What follows belongs to an exercise in optimizing a design on an open flow for small area, a short achievable clock period and few clock cycles per item; a production flow would make more cautious choices.
In this exercise RTL edits were held to simulation tests only and were not proved equivalent to the original.
Power and IR drop assume default switching activity.

// mul_unit
module mul_unit
(
    input  logic                  clk,
    input  logic                  rst,
    input  logic                  start,
    input  logic [1:0]            mul_type,
    input  logic [31:0]           a,
    input  logic [31:0]           b,
    input  logic [4:0]            arch_reg,
    input  logic [5:0]   phys_reg,
    input  logic [2:0]  rob,
    input  logic                  cdb_mul_ack,
    input  logic                  branch,
    output logic                  cdb_valid,
    output logic [2:0]  cdb_rob,
    output logic [4:0]            cdb_arch_reg,
    output logic [5:0]   cdb_phys_reg,
    output logic [31:0]           cdb_data,
    output logic [31:0]           cdb_ps1_rdata,
    output logic [31:0]           cdb_ps2_rdata,
    output logic                  done
);
    logic [249:0] cdb;
    shift_add_multiplier #(.OPERAND_WIDTH(32)) u_mul (
        .clk            (clk),
        .rst            (rst),
        .start          (start),
        .mul_type       (mul_type),
        .a              (a),
        .b              (b),
        .arch_reg       (arch_reg),
        .phys_reg       (phys_reg),
        .rob            (rob),
        .cdb_mul_ack    (cdb_mul_ack),
        .branch         (branch),
        .mul_cdb_output (cdb),
        .done           (done)
    );
    assign cdb_valid     = cdb[249];
    assign cdb_rob       = cdb[248:246];
    assign cdb_arch_reg  = cdb[245:241];
  ...
Size: roughly 1300 cells after synthesis, about 200 I/O pins, ~16000 um^2 of cells after synthesis.
clock: 5.0 ns
lec_check: 0
cap_margin: 20
core_margin: 2
core_utilization: 60
setup_slack_margin: 0.9
slew_margin: 20
synth_hierarchical: 1
synth_minimum_keep_size: 0
standard.sh (not shown) runs the stock make flow with config.mk's settings and CLKGATE_MAP_FILE= SYNTH_SCRIPT=/design/flow/synth_recipe.tcl, a recipe that flattens the netlist after the stock synthesis.
==> flow/flow/run.sh <==
#!/bin/bash
# The standard ORFS layout (standard.sh) with two changes:
#  - the port buffers are sky130_fd_sc_hd__buf_1 instead of the cell
#    buffer_ports picks by itself (a slow delay cell);
#  - after the standard synthesis every combinational cell is set to its
#    drive-1 variant; floorplan/placement repair sizes up what timing needs.
set -euo pipefail
export BUFFER_PORTS_ARGS="-buffer_cell sky130_fd_sc_hd__buf_1"
RES=orfs/results/${FLOW_PLATFORM}/mul_unit/base
bash standard.sh synth > synth.log 2>&1
DS_ODB=$RES/1_synth.odb openroad -no_init -exit flow/downsize.tcl > downsize.log 2>&1
touch $RES/1_synth.sdc
bash standard.sh > standard.log 2>&1
==> flow/flow/downsize.tcl <==
# Set every combinational cell of the synthesized netlist to its drive-1
# variant; the resizer's repair steps size up what timing needs.
set odb_file $::env(DS_ODB)
read_db $odb_file
set db [ord::get_db]
set n 0
foreach inst [[ord::get_db_block] getInsts] {
  set m [[$inst getMaster] getName]
  if {[regexp {^(sky130_fd_sc_hd__[a-z0-9]+)_([0-9]+)$} $m -> base drive]} {
    if {$drive <= 1} continue
    if {[regexp {df|dl|sdf|edf|clk|conb|buf} $base]} continue
    set new [$db findMaster ${base}_1]
    if {$new == "NULL" || $new == ""} continue
    $inst swapMaster $new
    incr n
  }
}
puts "downsized $n cells"
write_db $odb_file
Testbench counts at the start, summed over its fixed seeds: cycles 7,208, ops 2,400.
==> next run, changes <==
--- a/flow/config.mk
+++ b/flow/config.mk
@@ -9,5 +9,6 @@
 export CORE_MARGIN = 2
 export CORE_UTILIZATION = 60
-export SETUP_SLACK_MARGIN = 0.9
+export CTS_BUF_LIST = sky130_fd_sc_hd__clkbuf_4 sky130_fd_sc_hd__clkbuf_8
+export SETUP_SLACK_MARGIN = 0.65
 export SLEW_MARGIN = 20
 export SYNTH_HIERARCHICAL = 1
The changed run completed without violations.
Power falls by a few percent.
Final area drops by a few percent.
Die area does not change.
Critical path depth is unchanged.
Synthesized cell count is unchanged.
Register-to-register slack loses 160 ps.
==> next run, changes <==
--- a/flow/config.mk
+++ b/flow/config.mk
@@ -9,6 +9,5 @@
 export CORE_MARGIN = 2
 export CORE_UTILIZATION = 60
-export CTS_BUF_LIST = sky130_fd_sc_hd__clkbuf_4 sky130_fd_sc_hd__clkbuf_8
-export SETUP_SLACK_MARGIN = 0.65
+export SETUP_SLACK_MARGIN = 0.45
 export SLEW_MARGIN = 20
 export SYNTH_HIERARCHICAL = 1
Core utilization drops by 0.61 points.
Wire length barely changes.
Cell area drops slightly.
Cell count drops slightly.
Setup slack loses 160 ps.
Synthesized cell count does not change.
Sequential power stays flat.
Combinational power hardly moves.
Global-route usage climbs by 0.34 points.
Register-to-register slack loses 160 ps.
==> next run, changes <==
--- a/flow/config.mk
+++ b/flow/config.mk
@@ -9,5 +9,5 @@
 export CORE_MARGIN = 2
 export CORE_UTILIZATION = 60
-export SETUP_SLACK_MARGIN = 0.45
+export SETUP_SLACK_MARGIN = 0.65
 export SLEW_MARGIN = 20
 export SYNTH_HIERARCHICAL = 1
What happened: The new run went through all stages and came out clean. Sequential share of layout area goes down by 0.44 points. Worst setup slack is better by 170 ps. Global-route usage went down by 0.11 points. Die area stays the same. Count of clock-buffer cells in the layout does not change. Fmax grows by a few percent. Via count increases slightly. First-iteration DRC count drops by roughly a tenth. Power is about the same.
==> next run, changes <==
--- a/flow/config.mk
+++ b/flow/config.mk
@@ -9,4 +9,5 @@
 export CORE_MARGIN = 2
 export CORE_UTILIZATION = 60
+export CTS_BUF_LIST = sky130_fd_sc_hd__clkbuf_8
 export SETUP_SLACK_MARGIN = 0.65
 export SLEW_MARGIN = 20
Count of clock-buffer cells in the layout is unchanged.
Total power fell by 3.1%.
Routed wire length is lower by 0.33%.
Die area does not change.
Design area goes down by 1.1%.
Setup slack is worse by 9.2 ps.

========
mul_unit, a different RTL version from the one above (not shown whole).
Size in the first run: roughly 1400 cells after synthesis, roughly 16000 um^2 of cells after synthesis.
Settings: LEC_CHECK=0, CAP_MARGIN=20, CORE_MARGIN=2, CORE_UTILIZATION=60, SETUP_SLACK_MARGIN=1.35, SLEW_MARGIN=20, SYNTH_HIERARCHICAL=1, SYNTH_MINIMUM_KEEP_SIZE=0; clock period 5.0 ns.
Scripts as last shown in full above: flow/flow/run.sh, flow/flow/downsize.tcl
Testbench counts at the start, summed over its fixed seeds: cycles 7,208, ops 2,400.
Edit:
- CORE_UTILIZATION: 60 -> 50
- SETUP_SLACK_MARGIN: 1.35 -> 1.1
What happened: Via count came out lower by 10%; sequential share of layout area rises by 1.9 points; global-route usage drops by 8.0 points.
Edit:
- CORE_UTILIZATION: 50 -> 60
- The changed run completed with no timing, DRC or antenna violations
- critical path depth stays the same
- non-clock buffer count is higher by 10
- hold slack is better by 0.031 ns
- flip-flop and latch count stays the same
- clock skew barely changes
- die area is lower by 16%
- wire length is lower by 3.7%
- area after synthesis does not change
Edit:
- GPL_ROUTABILITY_DRIVEN: not set -> 0
=> Die area is unchanged; total power rose by about 0.6%; fmax fell by 0.65%; first-iteration DRC count rose by about 5.6%; flip-flop and latch count does not change; non-clock buffer count fell by 2; critical path depth fell by 2; area after synthesis does not change; core utilization barely changes; synthesized cell count stays the same; register-to-register slack got worse by 0.08 ns.

-- what the ideal ports hide --
How much do the figures lean on ideal ports? The routed layouts below were timed once more, with nothing changed but the port constraints.
Step 1 assumes that a clkbuf_16 drives the clock port and a buf_2 every other input.
Step 2, shift: input delay + t, output delay - t, t = (earliest + latest rising clock arrival at the registers) / 2. This alone moves slack from input paths to output paths.
Three values: no drivers, after step 1, after step 2; two values: the first two.
| run | shift t [ns] | setup slack, ns | worst setup path at the end |
|---|---|---|---|
| the first run of note 1 | 0.494 | 0.924 / 0.924 / 0.924 | register to register |
| the second run of note 1 | 0.518 | 0.768 / 0.768 / 0.768 | register to register |
| the third run of note 1 | 0.486 | 0.606 / 0.569 / 0.606 | register to register |
| the fourth run of note 1 | 0.494 | 0.777 / 0.777 / 0.777 | register to register |
| the fifth run of note 1 | 0.518 | 0.768 / 0.768 / 0.768 | register to register |
| the first run of note 2 | 0.506 | 1.128 / 1.076 / 1.396 | register to register |
| the second run of note 2 | 0.490 | 1.103 / 1.052 / 1.192 | register to register |
| the third run of note 2 | 0.489 | 1.116 / 1.065 / 1.166 | register to register |
| the fourth run of note 2 | 0.482 | 1.091 / 1.091 / 1.091 | register to register |
After both steps setup and hold are still met in every run listed.
